Context: an optimization exercise on an open-source flow, tuned for small area, a short achievable clock period and few clock cycles per item. The choices shown serve that exercise and are no tape-out recipe.

## complex_multiplier
module complex_multiplier #(
    parameter INT_WIDTH = 8,
    parameter FRAC_WIDTH = 8
) (
    input wire clk,
    input wire rst,
    input wire signed [INT_WIDTH+FRAC_WIDTH-1:0] a_real,
    input wire signed [INT_WIDTH+FRAC_WIDTH-1:0] a_imag,
    input wire signed [INT_WIDTH+FRAC_WIDTH-1:0] b_real,
    input wire signed [INT_WIDTH+FRAC_WIDTH-1:0] b_imag,
    output wire signed [INT_WIDTH+FRAC_WIDTH-1:0] out_real,
    output wire signed [INT_WIDTH+FRAC_WIDTH-1:0] out_imag,
    input wire start,
    output reg done
);
  wire one1 = b_real[0] ^ 1'b0;
  wire two2 = (b_real[1] & ~b_real[0] & ~1'b0) | (~b_real[1] & b_real[0] & 1'b0);
  wire one3 = b_real[2] ^ b_real[1];
  wire two4 = (b_real[3] & ~b_real[2] & ~b_real[1]) | (~b_real[3] & b_real[2] & b_real[1]);
  wire one5 = b_real[4] ^ b_real[3];
  wire two6 = (b_real[5] & ~b_real[4] & ~b_real[3]) | (~b_real[5] & b_real[4] & b_real[3]);
  wire one7 = b_real[6] ^ b_real[5];
  wire two8 = (b_real[7] & ~b_real[6] & ~b_real[5]) | (~b_real[7] & b_real[6] & b_real[5]);
  wire one9 = b_real[8] ^ b_real[7];
  wire two10 = (b_real[9] & ~b_real[8] & ~b_real[7]) | (~b_real[9] & b_real[8] & b_real[7]);
  wire one11 = b_real[10] ^ b_real[9];
  wire two12 = (b_real[11] & ~b_real[10] & ~b_real[9]) | (~b_real[11] & b_real[10] & b_real[9]);
  wire one13 = b_real[12] ^ b_real[11];
  wire two14 = (b_real[13] & ~b_real[12] & ~b_real[11]) | (~b_real[13] & b_real[12] & b_real[11]);
  wire one15 = b_real[14] ^ b_real[13];
  wire two16 = (b_real[15] & ~b_real[14] & ~b_real[13]) | (~b_real[15] & b_real[14] & b_real[13]);
  wire one17 = b_imag[0] ^ 1'b0;
  ...
For scale: ~29000 um2 of cells after synthesis.
Settings: LEC_CHECK=0, CAP_MARGIN=20, CORE_MARGIN=2, CORE_UTILIZATION=40, SLEW_MARGIN=20; clock period 10.0 ns.
run.sh (not shown) runs the stock make flow with config.mk's settings and CLKGATE_MAP_FILE= SYNTH_SCRIPT=/design/flow/synth_recipe.tcl, a recipe that flattens the netlist after the stock synthesis.
==> next run, changes <==
--- a/flow/design.v
+++ b/flow/design.v
@@ -1,23 +1,23 @@
 module complex_multiplier #(
     parameter INT_WIDTH = 8,
     parameter FRAC_WIDTH = 8
 ) (
     input wire clk,
     input wire rst,
     input wire signed [INT_WIDTH+FRAC_WIDTH-1:0] a_real,
     input wire signed [INT_WIDTH+FRAC_WIDTH-1:0] a_imag,
     input wire signed [INT_WIDTH+FRAC_WIDTH-1:0] b_real,
     input wire signed [INT_WIDTH+FRAC_WIDTH-1:0] b_imag,
-    output wire signed [INT_WIDTH+FRAC_WIDTH-1:0] out_real,
-    output wire signed [INT_WIDTH+FRAC_WIDTH-1:0] out_imag,
+    output reg signed [INT_WIDTH+FRAC_WIDTH-1:0] out_real,
+    output reg signed [INT_WIDTH+FRAC_WIDTH-1:0] out_imag,
     input wire start,
     output reg done
 );
   wire one1 = b_real[0] ^ 1'b0;
   wire two2 = (b_real[1] & ~b_real[0] & ~1'b0) | (~b_real[1] & b_real[0] & 1'b0);
   wire one3 = b_real[2] ^ b_real[1];
   wire two4 = (b_real[3] & ~b_real[2] & ~b_real[1]) | (~b_real[3] & b_real[2] & b_real[1]);
   wire one5 = b_real[4] ^ b_real[3];
   wire two6 = (b_real[5] & ~b_real[4] & ~b_real[3]) | (~b_real[5] & b_real[4] & b_real[3]);
   wire one7 = b_real[6] ^ b_real[5];
   wire two8 = (b_real[7] & ~b_real[6] & ~b_real[5]) | (~b_real[7] & b_real[6] & b_real[5]);
@@ -1433,28 +1433,20 @@
   wire c1414 = (s1343 & c1380) | (s1343 & s1381) | (c1380 & s1381);
   wire s1415 = s1347 ^ c1382 ^ s1383;
   wire c1416 = (s1347 & c1382) | (s1347 & s1383) | (c1382 & s1383);
   wire s1417 = s1351 ^ c1384 ^ s1385;
   wire c1418 = (s1351 & c1384) | (s1351 & s1385) | (c1384 & s1385);
   wire s1419 = c1352 ^ s1387 ^ c1386;
   wire c1420 = (c1352 & s1387) | (c1352 & c1386) | (s1387 & c1386);
   always @(posedge clk or posedge rst) begin
     if (rst) done <= 1'b0;
     else done <= start;
   end
-  wire [15:0] re_d0 = {c736, c734, c732, c730, c728, c726, c724, c722, c720, c718, c716, c714, c712, c710, c708, s707};
-  reg [15:0] re_q0;
-  wire [15:0] re_d1 = {s737, s735, s733, s731, s729, s727, s725, s723, s721, s719, s717, s715, s713, s711, s709, s675};
-  reg [15:0] re_q1;
-  wire [15:0] im_d0 = {c1418, c1416, c1414, c1412, c1410, c1408, c1406, c1404, c1402, c1400, c1398, c1396, c1394, c1392, c1390, s1389};
-  reg [15:0] im_q0;
-  wire [15:0] im_d1 = {s1419, s1417, s1415, s1413, s1411, s1409, s1407, s1405, s1403, s1401, s1399, s1397, s1395, s1393, s1391, s1357};
-  reg [15:0] im_q1;
+  wire [15:0] re_r0 = {c736, c734, c732, c730, c728, c726, c724, c722, c720, c718, c716, c714, c712, c710, c708, s707};
+  wire [15:0] re_r1 = {s737, s735, s733, s731, s729, s727, s725, s723, s721, s719, s717, s715, s713, s711, s709, s675};
+  wire [15:0] im_r0 = {c1418, c1416, c1414, c1412, c1410, c1408, c1406, c1404, c1402, c1400, c1398, c1396, c1394, c1392, c1390, s1389};
+  wire [15:0] im_r1 = {s1419, s1417, s1415, s1413, s1411, s1409, s1407, s1405, s1403, s1401, s1399, s1397, s1395, s1393, s1391, s1357};
   always @(posedge clk) begin
-    re_q0 <= re_d0;
-    re_q1 <= re_d1;
-    im_q0 <= im_d0;
-    im_q1 <= im_d1;
+    out_real <= re_r0 + re_r1;
+    out_imag <= im_r0 + im_r1;
   end
-  assign out_real = re_q0 + re_q1;
-  assign out_imag = im_q0 + im_q1;
 endmodule
- The new run completed with no timing, DRC or antenna violations
- die area decreases by about 5%
- worst setup slack is worse by 1.4 ns
- via count decreases by 4.6%
- area after synthesis decreases by 5.3%
- fmax decreases by 16%
- wire length decreases by 2.8%
No run of this note included a check of the RTL's function; only the layout flow was run.

[re-timing with driven ports]
How much do the figures lean on ideal ports? The routed layouts below were timed once more, with nothing changed but the port constraints.
Step 1 sets driving cells, clkbuf_16 on the clock port and buf_2 on the other inputs (assumed; they add their load-dependent delay and slew).
Step 2, shift: input delay + t, output delay - t, t = (earliest + latest rising clock arrival at the registers) / 2. This alone moves slack from input paths to output paths.
a / b / c = no drivers / after step 1 / after step 2; a / b = the first two.
| run | t (ns) | slack for setup (ns) | worst data-port slew with drivers (ns) | pins driven straight from the clock port |
|---|---|---|---|---|
| the first run | 0.445 | 2.293 / 2.312 / 1.868 | 0.07 | 1 |
| the second run | 0.353 | 0.864 / 0.895 / 0.541 | 0.19 | 1 |
After both steps setup and hold are still met in every run listed. For the first run, which loses most, drivers alone change the setup slack by +0.019 ns; drivers and shift together by -0.425 ns.
